Background: an optimization exercise with open tools, aiming at small area. Do not read the settings as production practice.
RTL that was checked went through simulation tests only; none was proved equivalent to the original.

== lane 1 ==
## R2Sdf
module R2Sdf #(
    parameter int STG = 4
) (
    input  wire                clk,
    input  wire                rst_n,
    input  wire                en,
    input  wire                scale,
    input  wire                invexp,
    input  wire  signed [15:0] in_re,
    input  wire  signed [15:0] in_im,
    input  wire                in_sync,
    output logic signed [15:0] out_re,
    output logic signed [15:0] out_im,
    output logic               out_sync
);
  logic [3:0] ccnt, ccnt_next;
  assign ccnt_next = in_sync ? '0 : ccnt + 1'b1;
  always_ff @(posedge clk, negedge rst_n) begin
    if (!rst_n) ccnt <= '0;
    else if (en) ccnt <= ccnt_next;
  end
  always_ff @(posedge clk, negedge rst_n) begin
    if (!rst_n) out_sync <= '0;
    else if (en) out_sync <= ccnt == 4'd4;
  end
  logic [5:0] c0d;
  logic [3:0] c1d;
  logic [1:0] c2d;
  always_ff @(posedge clk, negedge rst_n) begin
    if (!rst_n) begin
      c0d <= '0;
      c1d <= '0;
      c2d <= '0;
    end else if (en) begin
      c0d <= {c0d[4:0], ccnt[0]};
      c1d <= {c1d[2:0], ccnt[1]};
      c2d <= {c2d[0], ccnt[2]};
    end
  end
  logic [15:0] x0_3re, x0_3im, z0_3re, z0_3im, z1_3re, z1_3im;
  Bf2 bf3 (
      .x0_re(x0_3re), .x0_im(x0_3im), .x1_re(in_re), .x1_im(in_im), .x1z_re(1'b0), .x1z_im(1'b0),
      .z0_re(z0_3re), .z0_im(z0_3im), .z1_re(z1_3re), .z1_im(z1_3im),
      .sel(ccnt[3]), .scale(scale)
  );
  ...
Size: ~730 flip-flops, roughly 53000 um^2 of cells after synthesis.
==> module Rot3Part, before the edit <==
module Rot3Part (
    input  wire [30:0] xa0,   
    input  wire [30:0] xa1,   
    input  wire [30:0] xa2,   
    input  wire [15:0] xt,    
    input  wire [30:0] yb0,
    input  wire [30:0] yb1,
    input  wire [30:0] yb2,
    input  wire [15:0] yt,    
    input  wire [ 3:0] xs,    
    input  wire [ 3:0] ys,
    input  wire        nx,
    input  wire        ny,
    output wire [15:0] y,     
    output wire        z
);
  wire [30:0] xv = ({31{xs[0]}} & xa0) | ({31{xs[1]}} & xa1) | ({31{xs[2]}} & xa2) |
                   ({31{xs[3]}} & {{15{xt[15]}}, xt});
  wire [30:0] yv = ({31{ys[0]}} & yb0) | ({31{ys[1]}} & yb1) | ({31{ys[2]}} & yb2) |
                   ({31{ys[3]}} & {yt, 15'd0});
  wire b = nx ^ ny;
  wire c = ~nx & ny;
  wire both = nx & ny;
  wire [30:0] p;
  Rca #(31, 24) u_add (
      .a  (xv),
      .b  (yv ^ {31{b}}),
      .cin(c),
      .s  (p)
  );
  assign y = p[30:15] ^ {16{nx}};
  assign z = both & ~(|p[14:0]);
endmodule
clock: 12.0 ns
lec_check: 0
abc_area: 1
cap_margin: 20
core_margin: 2
core_utilization: 40
cts_cluster_diameter: 120
cts_cluster_size: 25
setup_slack_margin: 0.3
slew_margin: 20
standard.sh (not shown) runs the stock make flow with config.mk's settings and CLKGATE_MAP_FILE= SYNTH_SCRIPT=/design/flow/synth_recipe.tcl, a recipe that flattens the netlist after the stock synthesis.
==> flow/flow/run.sh <==
#!/bin/bash
# Own flow: the standard layout (standard.sh, standard synthesis unchanged) with two
# changes: the port buffers use the smallest buffer cell, and CTS adds no dummy loads.
# Clustering is the same as config.mk's CTS_CLUSTER_SIZE / CTS_CLUSTER_DIAMETER.
export BUFFER_PORTS_ARGS="-buffer_cell sky130_fd_sc_hd__buf_1"
export CTS_ARGS="-sink_clustering_enable -repair_clock_nets -sink_clustering_size 25 -sink_clustering_max_diameter 120 -dont_use_dummy_load"
bash standard.sh > standard.log 2>&1
The inputs of lane 2 differ from those of lane 1 as listed below.
--- a/flow/design.v
+++ b/flow/design.v
@@ -271,9 +271,9 @@
   wire b = nx ^ ny;
   wire c = ~nx & ny;
   wire both = nx & ny;
   wire [30:0] p;
-  Rca #(31, 24) u_add (
+  Rca #(31, 12) u_add (
       .a  (xv),
       .b  (yv ^ {31{b}}),
       .cin(c),
       .s  (p)
[summary]
- Worst-case reg-to-reg path depth (lane 2 vs. lane 1) decreases by a few percent
- Every run (lane 2 and lane 1) finished clean.
- Lane 2 vs. lane 1: standard cell core area went up; sequential cell count did not really move; netlist area before placement went up; via count went up.
- Compared with lane 1, lane 2 shows worst hold slack lower by 0.0040 ns.
- From lane 1 to lane 2 the numbers moved as follows: non-clock buffer count dropped about 14%; met3 wirelength from detailed routing dropped about 6.6%.


R2Sdf, a different RTL version from the one above (not shown whole).
Size: about 3700 cells after synthesis, ~730 flip-flops, roughly 71 I/O pins, roughly 0.052 mm^2 of cells after synthesis.
==> module Rot3Part, before the edit <==
module Rot3Part (
    input  wire [30:0] xa0,   
    input  wire [30:0] xa1,   
    input  wire [30:0] xa2,   
    input  wire [15:0] xt,    
    input  wire [30:0] yb0,
    input  wire [30:0] yb1,
    input  wire [30:0] yb2,
    input  wire [15:0] yt,    
    input  wire [ 3:0] xs,    
    input  wire [ 3:0] ys,
    input  wire        nx,
    input  wire        ny,
    output wire [15:0] y,     
    output wire        z
);
  wire [30:0] xv = ({31{xs[0]}} & xa0) | ({31{xs[1]}} & xa1) | ({31{xs[2]}} & xa2) |
                   ({31{xs[3]}} & {{15{xt[15]}}, xt});
  wire [30:0] yv = ({31{ys[0]}} & yb0) | ({31{ys[1]}} & yb1) | ({31{ys[2]}} & yb2) |
                   ({31{ys[3]}} & {yt, 15'd0});
  wire b = nx ^ ny;
  wire c = ~nx & ny;
  wire both = nx & ny;
  wire [30:0] p;
  Rca #(31, 1000) u_add (
      .a  (xv),
      .b  (yv ^ {31{b}}),
      .cin(c),
      .s  (p)
  );
  assign y = p[30:15] ^ {16{nx}};
  assign z = both & ~(|p[14:0]);
endmodule
Settings: LEC_CHECK=0, CAP_MARGIN=20, CORE_MARGIN=2, CORE_UTILIZATION=40, SLEW_MARGIN=20; clock period 12.0 ns.
run.sh (not shown) runs the stock make flow with config.mk's settings and CLKGATE_MAP_FILE= SYNTH_SCRIPT=/design/flow/synth_recipe.tcl, a recipe that flattens the netlist after the stock synthesis.
Stock flow here: none of the scripts above is used.
The baseline finished but fails on negative setup slack.
Change:
--- a/flow/design.v
+++ b/flow/design.v
@@ -284,7 +284,7 @@
   wire c = ~nx & ny;
   wire both = nx & ny;
   wire [30:0] p;
-  Rca #(31, 1000) u_add (
+  Rca #(31, 2) u_add (
       .a  (xv),
       .b  (yv ^ {31{b}}),
       .cin(c),
=>
- The new run finished with negative setup slack left
- worst hold slack degrades by 0.013 ns
- sequential share of layout area decreases by 1.3 points
- wire length increases by about 6.5%
- register-to-register slack improves by 0.30 ns
- worst setup slack improves by 0.30 ns
- via count increases by about 10%
- design area increases by 3.6%
No run of this note included a check of the RTL's function; only the layout flow was run.


main:
R2Sdf, a different RTL version from the one above (not shown whole).
For scale: about 71 I/O pins, roughly 0.053 sq mm of cells after synthesis.
// R2Sdf
module R2Sdf #(
    parameter int STG = 4
) (
    input  wire                clk,
    input  wire                rst_n,
    input  wire                en,
    input  wire                scale,
    input  wire                invexp,
    input  wire  signed [15:0] in_re,
    input  wire  signed [15:0] in_im,
    input  wire                in_sync,
    output logic signed [15:0] out_re,
    output logic signed [15:0] out_im,
    output logic               out_sync
);
  logic [3:0] ccnt, ccnt_next;
  assign ccnt_next = in_sync ? '0 : ccnt + 1'b1;
  always_ff @(posedge clk, negedge rst_n) begin
    if (!rst_n) ccnt <= '0;
    else if (en) ccnt <= ccnt_next;
  end
  always_ff @(posedge clk, negedge rst_n) begin
    if (!rst_n) out_sync <= '0;
    else if (en) out_sync <= ccnt == 4'd4;
  end
  logic [5:0] c0d;
  logic [3:0] c1d;
  logic [1:0] c2d;
  always_ff @(posedge clk, negedge rst_n) begin
    if (!rst_n) begin
      c0d <= '0;
      c1d <= '0;
      c2d <= '0;
    end else if (en) begin
      c0d <= {c0d[4:0], ccnt[0]};
      c1d <= {c1d[2:0], ccnt[1]};
      c2d <= {c2d[0], ccnt[2]};
    end
  end
  logic [15:0] x0_3re, x0_3im, z0_3re, z0_3im, z1_3re, z1_3im;
  Bf2 bf3 (
      .x0_re(x0_3re), .x0_im(x0_3im), .x1_re(in_re), .x1_im(in_im), .x1z_re(1'b0), .x1z_im(1'b0),
      .z0_re(z0_3re), .z0_im(z0_3im), .z1_re(z1_3re), .z1_im(z1_3im),
      .sel(ccnt[3]), .scale(scale)
  );
  DelayChainMem #(.DW(32), .LEN(8)) dl3 (
      .clk(clk), .rst_n(rst_n), .en(en),
      .din({z1_3re, z1_3im}), .dout({x0_3re, x0_3im})
  );
  logic [15:0] mi2_re, mi2_im, p2_re, p2_im, x1_2re, x1_2im;
  logic [2:0] k2;
  always_ff @(posedge clk) begin
    if (en) begin
      mi2_re <= z0_3re;
      mi2_im <= z0_3im;
      k2 <= ccnt[3] ? 3'd0 : ccnt[2:0];
    end
  end
  logic p2z_re, p2z_im, x1z_2re, x1z_2im;
  ...
==> module Mul23170, before the edit <==
module Mul23170 (
    input  wire [16:0] u,
    output wire [15:0] p,
    output wire        lz
);
  wire [19:0] u5;
  wire [23:0] u65;
  wire [22:0] u45;
  wire [29:0] u11585;
  ShAdd #(17, 17, 2, 20, 16) a5 (.a(u), .b(u), .neg(1'b0), .y(u5));
  ShAdd #(17, 17, 6, 24, 16) a65 (.a(u), .b(u), .neg(1'b0), .y(u65));
  ShAdd #(20, 20, 3, 23, 16) a45 (.a(u5), .b(u5), .neg(1'b0), .y(u45));
  ShAdd #(24, 23, 8, 30, 16) a11585 (.a(u65), .b(u45), .neg(1'b0), .y(u11585));
  assign p  = u11585[29:14];
  assign lz = ~(|u11585[13:0]);
endmodule
==> module Rot2, before the edit <==
module Rot2 (
    input  wire [15:0] ar,
    input  wire [15:0] ai,
    input  wire [ 1:0] k,
    input  wire        inv,
    output wire [15:0] re,
    output wire [15:0] im,
    output wire        zre,
    output wire        zim
);
  wire [15:0] t_re, t_im;
  RotTriv u_t (
      .ar (ar),
      .ai (ai),
      .j  (k[1]),
      .inv(inv),
      .re (t_re),
      .im (t_im)
  );
  wire [16:0] us, ud;
  Rca #(17, 16) u_s (
      .a  ({ar[15], ar}),
      .b  ({ai[15], ai}),
      .cin(1'b0),
      .s  (us)
  );
  Rca #(17, 16) u_d (
      .a  ({ar[15], ar}),
      .b  (~{ai[15], ai}),
      .cin(1'b1),
      .s  (ud)
  );
  wire [15:0] ms, md;
  wire zs, zd;
  Mul23170 u_ms (
      .u (us),
      .p (ms),
      .lz(zs)
  );
  Mul23170 u_md (
      .u (ud),
      .p (md),
      .lz(zd)
  );
  wire re_d = (k[1] == inv);
  wire re_n = k[1];
  wire im_n = inv;
  wire [15:0] m_re = re_d ? md : ms;
  wire [15:0] m_im = re_d ? ms : md;
  wire l_re = re_d ? zd : zs;
  wire l_im = re_d ? zs : zd;
  assign re = k[0] ? (m_re ^ {16{re_n}}) : t_re;
  assign im = k[0] ? (m_im ^ {16{im_n}}) : t_im;
  assign zre = k[0] & re_n & l_re;
  assign zim = k[0] & im_n & l_im;
endmodule
Settings: LEC_CHECK=0, ABC_AREA=1, CAP_MARGIN=20, CORE_MARGIN=2, CORE_UTILIZATION=40, CTS_CLUSTER_DIAMETER=120, CTS_CLUSTER_SIZE=25, SETUP_SLACK_MARGIN=0.3, SLEW_MARGIN=20; clock period 12.0 ns.
standard.sh (not shown) runs the stock make flow with config.mk's settings and CLKGATE_MAP_FILE= SYNTH_SCRIPT=/design/flow/synth_recipe.tcl, a recipe that flattens the netlist after the stock synthesis.
Scripts as last shown in full above: flow/flow/run.sh
Here is what was changed in the inputs of the feature branch compared with main.
==> flow/design.v, changed modules only <==
module Mul23170 (
    input  wire [16:0] u,
    output wire [15:0] p,
    output wire        lz
);
  wire [19:0] u5;
  wire [23:0] u65;
  wire [22:0] u45;
  wire [29:0] u11585;
  ShAdd #(17, 17, 2, 20, 20) a5 (.a(u), .b(u), .neg(1'b0), .y(u5));
  ShAdd #(17, 17, 6, 24, 20) a65 (.a(u), .b(u), .neg(1'b0), .y(u65));
  ShAdd #(20, 20, 3, 23, 20) a45 (.a(u5), .b(u5), .neg(1'b0), .y(u45));
  ShAdd #(24, 23, 8, 30, 20) a11585 (.a(u65), .b(u45), .neg(1'b0), .y(u11585));
  assign p  = u11585[29:14];
  assign lz = ~(|u11585[13:0]);
endmodule
module Rot2 (
    input  wire [15:0] ar,
    input  wire [15:0] ai,
    input  wire [ 1:0] k,
    input  wire        inv,
    output wire [15:0] re,
    output wire [15:0] im,
    output wire        zre,
    output wire        zim
);
  wire [15:0] t_re, t_im;
  RotTriv u_t (
      .ar (ar),
      .ai (ai),
      .j  (k[1]),
      .inv(inv),
      .re (t_re),
      .im (t_im)
  );
  wire [16:0] us, ud;
  Rca #(17, 20) u_s (
      .a  ({ar[15], ar}),
      .b  ({ai[15], ai}),
      .cin(1'b0),
      .s  (us)
  );
  Rca #(17, 20) u_d (
      .a  ({ar[15], ar}),
      .b  (~{ai[15], ai}),
      .cin(1'b1),
      .s  (ud)
  );
  wire [15:0] ms, md;
  wire zs, zd;
  Mul23170 u_ms (
      .u (us),
      .p (ms),
      .lz(zs)
  );
  Mul23170 u_md (
      .u (ud),
      .p (md),
      .lz(zd)
  );
  wire re_d = (k[1] == inv);
  wire re_n = k[1];
  wire im_n = inv;
  wire [15:0] m_re = re_d ? md : ms;
  wire [15:0] m_im = re_d ? ms : md;
  wire l_re = re_d ? zd : zs;
  wire l_im = re_d ? zs : zd;
  assign re = k[0] ? (m_re ^ {16{re_n}}) : t_re;
  assign im = k[0] ? (m_im ^ {16{im_n}}) : t_im;
  assign zre = k[0] & re_n & l_re;
  assign zim = k[0] & im_n & l_im;
endmodule
==> comparison <==
- Number of multi-input logic gates sits lower in the feature branch than in main.
- The fraction of layout instances using a drive strength above 1 in the feature branch sits 2.6 points above the value recorded for main.
- For the feature branch, the commonest non-fill, non-tap cell in the layout was edfxtp_1, unlike main, where it was nand2_1.
- [compare] base=main new=the feature branch: share of the clock period used by the worst path decreased 0.26 points; clock buffer count from CTS moved up.
- Critical path depth (higher): main
- Compared to main, the feature branch has pin slew with the least headroom to its limit 0.051 ns lower.
- Against main, the feature branch comes in 0.031 ns higher on post-layout worst setup margin.

[port drivers added, routing unchanged]
Ports are ideal in the flow. The routed layouts listed here were re-timed in OpenROAD. Step 1, drivers: a clkbuf_16 drives clk and a buf_2 each remaining input, both assumed. Step 2 times the ports against the registers' clock, not the clock port: input delays grow and output delays shrink by t, the midpoint of the rising clock arrivals with the driver on. Slacks: no drivers / after step 1 / after step 2; pairs: no drivers / after step 1.
run	shift t [ns]	setup slack, ns	worst setup path after step 2	clock arrival spread, ns	worst slew at a driven data input, ns
lane 1	0.668	0.319 / 0.319 / -0.164	input to register	0.094 / 0.094	0.12
lane 2	0.679	0.157 / 0.157 / 0.157	register to register	0.106 / 0.107	0.07
the first run of note 2	0.736	-0.716 / -0.716 / -1.080	input to register	0.041 / 0.041	0.08
the second run of note 2	0.763	-0.412 / -0.412 / -0.412	register to register	0.052 / 0.052	0.08
main	0.682	0.324 / 0.324 / -0.172	input to register	0.087 / 0.087	0.17
the feature branch	0.685	0.356 / 0.356 / -0.072	input to register	0.053 / 0.053	0.10
Met with ideal ports but missed after step 2: setup timing in lane 1, main and the feature branch. For main, which loses most, drivers alone change the setup slack by 0.000 ns; drivers and shift together by -0.496 ns.
